This is an optimization exercise on Yosys and OpenROAD, whose aim is small area, not a production implementation.
The RTL was checked by simulation tests, not by an equivalence proof against the original design.

## JK
==> flow/design.v (excerpt) <==
module TOP_VIEW#(parameter alu_width =16)
(
  input wire [alu_width-1:0]    A,B,
  input wire                    clk,rst,
  input wire [3:0]              alu_fun,
  output wire                   arith_flag,carry_out,logic_flag,comp_flag,shift_flag,
  output wire [alu_width-1:0]   arith_out,logic_out,comp_out,shift_out
  );
==> module ARITHMATIC_UNIT, before the edit <==
module ARITHMATIC_UNIT #(parameter KH = 15, parameter KL = 0, parameter P_TOP = 0)
(
  input wire [15:0]  A,B,
  input wire         mul, div, add,    
  input wire [15-KH:0] r_in,    
  output wire [16-KL:0] r_out,  
  output wire [KH:KL] sel);     
wire [15:0] mb = B & {16{mul}};          
wire [15:0] nbd = ~B & {16{div}};        
wire [16:0] hz;
assign hz[16] = 1'b1;
genvar k, i;
generate
  for (i = 15; i >= 0; i = i - 1) begin : g_hz
    assign hz[i] = hz[i+1] & ~B[i];
  end
endgenerate
generate
  for (k = KH; k >= KL; k = k - 1) begin : g_stage
    localparam W = 17 - k;
    localparam P = (P_TOP + KH - k) % 2;
    wire [W-1:0] x;        
    wire [W-1:0] r;        
    wire [W-1:0] c;        
    wire lsb = (A[k] & ~mul) ^ P;
    if (k == KH) begin : g_x0
      if (W > 1) begin : g_w
        assign x = {r_in[W-2:0], lsb};
      end else begin : g_w1
        assign x = lsb;
      end
    end else begin : g_x
      assign x = {g_stage[k+1].r[W-2:0], lsb};
    end
    if (k > 0) begin : g_mid
      wire nsel;
      for (i = 0; i < W-1; i = i + 1) begin : g_bit
        if (P == 0) begin : g_p
          ALU_CELL_P U_cell(
            .x(x[i]), .c(i == 0 ? div : c[i-1]),
            .a(A[i]), .mb(mb[k]), .nb(nbd[i]), .sel(sel[k]), .nsel(nsel),
            .co(c[i]), .r(r[i]));
        end else begin : g_n
          ALU_CELL_N U_cell(
            .x(x[i]), .c(i == 0 ? ~div : c[i-1]),
            .a(A[i]), .mb(mb[k]), .nb(nbd[i]), .sel(sel[k]), .nsel(nsel),
            .co(c[i]), .r(r[i]));
        end
      end
      assign r[W-1] = ~(x[W-1] ^ ((A[W-1] & mb[k]) ^ P[0]) ^ c[W-2]);
      wire dv = div & hz[16-k];
      if (P == 0) begin : g_sp
        ALU_SEL_P U_sel(.c(c[W-2]), .dv(dv), .dv2(dv), .mul(mul), .mul2(mul),
          .sel(sel[k]), .nsel(nsel));
      end else begin : g_sn
        ALU_SEL_N U_sel(.cn(c[W-2]), .dv(dv), .dv2(dv), .mul(mul), .mul2(mul),
          .sel(sel[k]), .nsel(nsel));
      end
    end else begin : g_last
      wire sub = ~mul & ~add;
      wire [15:0] nb0 = (B ^ {16{sub}}) & {16{~mul}};
      for (i = 0; i < W-1; i = i + 1) begin : g_bit
        ALU_CELL0_N U_cell(
          .x(x[i]), .c(i == 0 ? ~sub : c[i-1]),
          .a(A[i]), .mb(mb[k]), .nb(nb0[i]),
          .co(c[i]), .s(r[i]));
      end
      assign r[W-1] = x[W-1] ^ (sub ^ P[0]) ^ c[W-2];
      assign sel[0] = c[W-2] ^ P[0];    
    end
  end
endgenerate
assign r_out = g_stage[KL].r;
endmodule
==> module TOP_VIEW, before the edit <==
module TOP_VIEW#(parameter alu_width =16)
(
  input wire [alu_width-1:0]    A,B,
  input wire                    clk,rst,
  input wire [3:0]              alu_fun,
  output wire                   arith_flag,carry_out,logic_flag,comp_flag,shift_flag,
  output wire [alu_width-1:0]   arith_out,logic_out,comp_out,shift_out
  );
localparam KS = 5;
localparam P0 = KS % 2;
wire arith_enable, logic_enable, comp_enable, shift_enable;
DECODER_UNIT U_decoder(
  .alu_fun(alu_fun[3:2]),
  .arith_enable(arith_enable),
  .logic_enable(logic_enable),
  .shift_enable(shift_enable),
  .comp_enable(comp_enable)
  );
wire mul_i = arith_enable & alu_fun[1:0] == 2'b10;
wire div_i = arith_enable & alu_fun[1:0] == 2'b11;
wire add_i = arith_enable & alu_fun[1:0] == 2'b00;
wire [16-KS:0] r_mid;
wire [15:KS]   sel_hi;
ARITHMATIC_UNIT #(.KH(15), .KL(KS), .P_TOP((15-KS)%2)) U_arith_hi(
  .A(A), .B(B),
  .mul(mul_i), .div(div_i), .add(add_i),
  .r_in((15-KS)%2 == 1),
  .r_out(r_mid),
  .sel(sel_hi)
  );
reg [KS-1:0]   a_lo;
reg [15-KS:0]  h_r;        
reg [15:0]     b_r;
reg [16-KS:0]  r_r;        
reg [1:0]      fun_r;
reg            mul_r, div_r;     
reg            arith_en, logic_en, comp_en, shift_en;
always @(posedge clk) begin
  a_lo  <= A[KS-1:0];
  h_r   <= div_i ? sel_hi : A[15:KS];
  b_r   <= B;
  r_r   <= r_mid;
  fun_r <= alu_fun[1:0];
  mul_r <= mul_i;
  div_r <= div_i;
end
always @(posedge clk or negedge rst) begin
  if (!rst) begin
    arith_en <= 1'b0;
    logic_en <= 1'b0;
    comp_en  <= 1'b0;
    shift_en <= 1'b0;
  end else begin
    arith_en <= arith_enable;
    logic_en <= logic_enable;
    comp_en  <= comp_enable;
    shift_en <= shift_enable;
  end
end
assign arith_flag = arith_en;
assign logic_flag = logic_en;
assign comp_flag  = comp_en;
assign shift_flag = shift_en;
wire [15:0] a_r = {h_r, a_lo};
wire div_sel = fun_r == 2'b11;
wire [16:0] sum_p;
wire [16:0] sum = sum_p ^ {17{P0 == 1}};
wire [KS-1:0] sel_lo;
ARITHMATIC_UNIT #(.KH(KS-1), .KL(0), .P_TOP(1)) U_arith_lo(
  .A(a_r), .B(b_r),
  .mul(mul_r),
  .div(div_r),
  .add(arith_en & fun_r == 2'b00),
  .r_in(r_r),
  .r_out(sum_p),
  .sel(sel_lo)
  );
assign arith_out = arith_en ? (div_sel ? {h_r, sel_lo} : sum[15:0]) : 16'b0;
assign carry_out = arith_en & ~div_sel & sum[16];
LOGIC_UNIT U_logic(
  .A(a_r),
  .B(b_r),
  .logic_enable(logic_en),
  .alu_fun(fun_r),
  .logic_out(logic_out)
  );
comparsion_unit #(.P(P0)) U_comp(
  .diff(sum_p),
  .comp_enable(comp_en),
  .alu_fun(fun_r),
  .comp_out(comp_out)
  );
shift_unit U_shift(
  .A(a_r),
  .B(b_r),
  .shift_enable(shift_en),
  .alu_fun(fun_r),
  .shift_out(shift_out)
  );
endmodule
export LEC_CHECK = 0
export CAP_MARGIN = 5
export CORE_MARGIN = 2
export CORE_UTILIZATION = 40
export CTS_BUF_LIST = sky130_fd_sc_hd__clkbuf_8
export SLEW_MARGIN = 5
create_clock -name core_clock -period 36.0 [get_ports {clk}]
standard.sh (not shown) runs the stock make flow with config.mk's settings and CLKGATE_MAP_FILE= SYNTH_SCRIPT=/design/flow/synth_recipe.tcl, a recipe that flattens the netlist after the stock synthesis.
==> flow/flow/run.sh <==
#!/bin/bash
# Layout flow: the standard flow (standard.sh), with these changes.
#  - Synthesis is the standard flow's synthesis script, except that ABC maps the logic
#    with the area-oriented script in flow/abc_area.script instead of
#    ORFS's default.  Registers are untouched by ABC, so they are the same
#    as in the standard synthesis.
#  - The array's cells (modules ALU_CELL*, ALU_SEL*) keep their hierarchy
#    through ABC, so each is mapped on its own; the netlist is flattened
#    before the layout as usual.
#  - After synthesis, flow/fa_pins.py reconnects full adders whose ripple
#    carry came in at A or B so that it comes in at CIN, the fastest input
#    (the full adder's function is symmetric in its inputs).
#  - Port buffers are sky130_fd_sc_hd__buf_1; the resizer still sizes them
#    up where timing or slew needs it.
# Each tool's output goes to a log file in this folder.
set -euo pipefail
HERE=$(pwd)
FLOWDIR=$HERE/flow

# ORFS's synth.tcl with the abc call replaced
sed 's#^\(\s*\)log_cmd abc {\*}$abc_args$#\1log_cmd abc -script '"$FLOWDIR"'/abc_area.script {*}$lib_args {*}$lib_dont_use_args#' \
  "$FLOW_HOME/scripts/synth.tcl" > "$HERE/synth_area.tcl"
grep -q "abc_area.script {\*}\$lib_args" "$HERE/synth_area.tcl"

# The standard flow's synthesis script, sourcing that copy
sed 's#^source \$::env(SCRIPTS_DIR)/synth.tcl$#source '"$HERE"'/synth_area.tcl#' \
  "$HERE/synth_recipe.tcl" > "$HERE/synth_recipe_area.tcl"
grep -q "synth_area.tcl" "$HERE/synth_recipe_area.tcl"

# standard.sh, using that synthesis script
sed 's#SYNTH_SCRIPT=[^ ]*synth_recipe.tcl#SYNTH_SCRIPT='"$HERE"'/synth_recipe_area.tcl#' \
  "$HERE/standard.sh" > "$HERE/standard_area.sh"
grep -q "synth_recipe_area.tcl" "$HERE/standard_area.sh"

export BUFFER_PORTS_ARGS="-buffer_cell sky130_fd_sc_hd__buf_1"
# the modules named ALU_CELL* and ALU_SEL* in the design
export SYNTH_KEEP_MODULES="$(sed -n 's/^\s*module\s\+\(ALU_\(CELL\|SEL\)\w*\).*/\1/p' "$FLOW_DESIGN" | sort -u | tr '\n' ' ')"
echo "SYNTH_KEEP_MODULES=$SYNTH_KEEP_MODULES" > "$HERE/keep_modules.log"
RESULTS=$HERE/orfs/results/$FLOW_PLATFORM/TOP_VIEW/base
bash "$HERE/standard_area.sh" "$RESULTS/1_2_yosys.v" > "$HERE/flow_synth.log" 2>&1
python3 "$FLOWDIR/fa_pins.py" "$RESULTS/1_2_yosys.v" > "$HERE/fa_pins.log" 2>&1
bash "$HERE/standard_area.sh" > "$HERE/flow.log" 2>&1
Other scripts of this flow, unchanged in this note and not shown: flow/flow/abc_area.script, flow/flow/fa_pins.py
Input changes introduced in MS (baseline for comparison: JK):
--- a/flow/design.v
+++ b/flow/design.v
@@ -11,13 +11,13 @@
   input wire [15:0]  A,B,
   input wire         mul, div, add,    
   input wire [15-KH:0] r_in,    
   output wire [16-KL:0] r_out,  
   output wire [KH:KL] sel);     
 wire [15:0] mb = B & {16{mul}};          
-wire [15:0] nbd = ~B & {16{div}};        
+wire [15:0] nbd = ~B & {16{~mul}};       
 wire [16:0] hz;
 assign hz[16] = 1'b1;
 genvar k, i;
 generate
   for (i = 15; i >= 0; i = i - 1) begin : g_hz
     assign hz[i] = hz[i+1] & ~B[i];
@@ -42,23 +42,28 @@
     end
     if (k > 0) begin : g_mid
       wire nsel;
       for (i = 0; i < W-1; i = i + 1) begin : g_bit
         if (P == 0) begin : g_p
           ALU_CELL_P U_cell(
-            .x(x[i]), .c(i == 0 ? div : c[i-1]),
+            .x(x[i]), .c(i == 0 ? ~mul : c[i-1]),
             .a(A[i]), .mb(mb[k]), .nb(nbd[i]), .sel(sel[k]), .nsel(nsel),
             .co(c[i]), .r(r[i]));
         end else begin : g_n
           ALU_CELL_N U_cell(
-            .x(x[i]), .c(i == 0 ? ~div : c[i-1]),
+            .x(x[i]), .c(i == 0 ? mul : c[i-1]),
             .a(A[i]), .mb(mb[k]), .nb(nbd[i]), .sel(sel[k]), .nsel(nsel),
             .co(c[i]), .r(r[i]));
         end
       end
-      assign r[W-1] = ~(x[W-1] ^ ((A[W-1] & mb[k]) ^ P[0]) ^ c[W-2]);
+      wire st = x[W-1] ^ ((A[W-1] & mb[k]) ^ P[0]) ^ c[W-2];
+      if (P == 0) begin : g_p0
+        assign r[W-1] = ~(sel[k] & st);
+      end else begin : g_p1
+        assign r[W-1] = sel[k] & ~st;
+      end
       wire dv = div & hz[16-k];
       if (P == 0) begin : g_sp
         ALU_SEL_P U_sel(.c(c[W-2]), .dv(dv), .dv2(dv), .mul(mul), .mul2(mul),
           .sel(sel[k]), .nsel(nsel));
       end else begin : g_sn
         ALU_SEL_N U_sel(.cn(c[W-2]), .dv(dv), .dv2(dv), .mul(mul), .mul2(mul),
@@ -183,22 +188,19 @@
   );
 reg [KS-1:0]   a_lo;
 reg [15-KS:0]  h_r;        
 reg [15:0]     b_r;
 reg [16-KS:0]  r_r;        
 reg [1:0]      fun_r;
-reg            mul_r, div_r;     
 reg            arith_en, logic_en, comp_en, shift_en;
 always @(posedge clk) begin
   a_lo  <= A[KS-1:0];
   h_r   <= div_i ? sel_hi : A[15:KS];
   b_r   <= B;
   r_r   <= r_mid;
   fun_r <= alu_fun[1:0];
-  mul_r <= mul_i;
-  div_r <= div_i;
 end
 always @(posedge clk or negedge rst) begin
   if (!rst) begin
     arith_en <= 1'b0;
     logic_en <= 1'b0;
     comp_en  <= 1'b0;
@@ -218,14 +220,14 @@
 wire div_sel = fun_r == 2'b11;
 wire [16:0] sum_p;
 wire [16:0] sum = sum_p ^ {17{P0 == 1}};
 wire [KS-1:0] sel_lo;
 ARITHMATIC_UNIT #(.KH(KS-1), .KL(0), .P_TOP(1)) U_arith_lo(
   .A(a_r), .B(b_r),
-  .mul(mul_r),
-  .div(div_r),
+  .mul(arith_en & fun_r == 2'b10),
+  .div(arith_en & div_sel),
   .add(arith_en & fun_r == 2'b00),
   .r_in(r_r),
   .r_out(sum_p),
   .sel(sel_lo)
   );
 assign arith_out = arith_en ? (div_sel ? {h_r, sel_lo} : sum[15:0]) : 16'b0;
--- outcome ---
The run showing the smaller starting DRC count in detailed routing is MS.
Going from JK to MS, non-clock buffer count grew by about 2%; simple-gate portion of the synthesized area shrank by 1.2 points.
Half-perimeter wire length after placement delta (MS − JK): unfavourable
Any difference in maximum clock frequency between MS and JK is small enough to ignore.
Via total after detailed routing on MS is behind JK.
Taking JK as the reference point, the post-route worst setup slack of MS falls by 0.010 ns.

separate check: timing with driven ports:
In the flow no input, the clock included, has a driving cell. The finished layouts below were timed again as built, in two steps. Step 1 sets driving cells, clkbuf_16 on the clock port and buf_2 on the other inputs (assumed; they add their load-dependent delay and slew). Step 2 times the ports against the registers' clock, not the clock port: input delays grow and output delays shrink by t, the midpoint of the rising clock arrivals with the driver on. Three values: no drivers, after step 1, after step 2; two values: the first two.
run | t, ns | setup slack, ns | worst setup path at the end | latest minus earliest clock arrival (ns) | pins driven straight from the clock port
JK | 0.331 | 0.698 / 0.671 / 0.851 | input to register | 0.010 / 0.011 | 1
MS | 0.359 | 0.687 / 0.645 / 0.850 | input to register | 0.014 / 0.014 | 1
After both steps setup and hold are still met in every run listed.
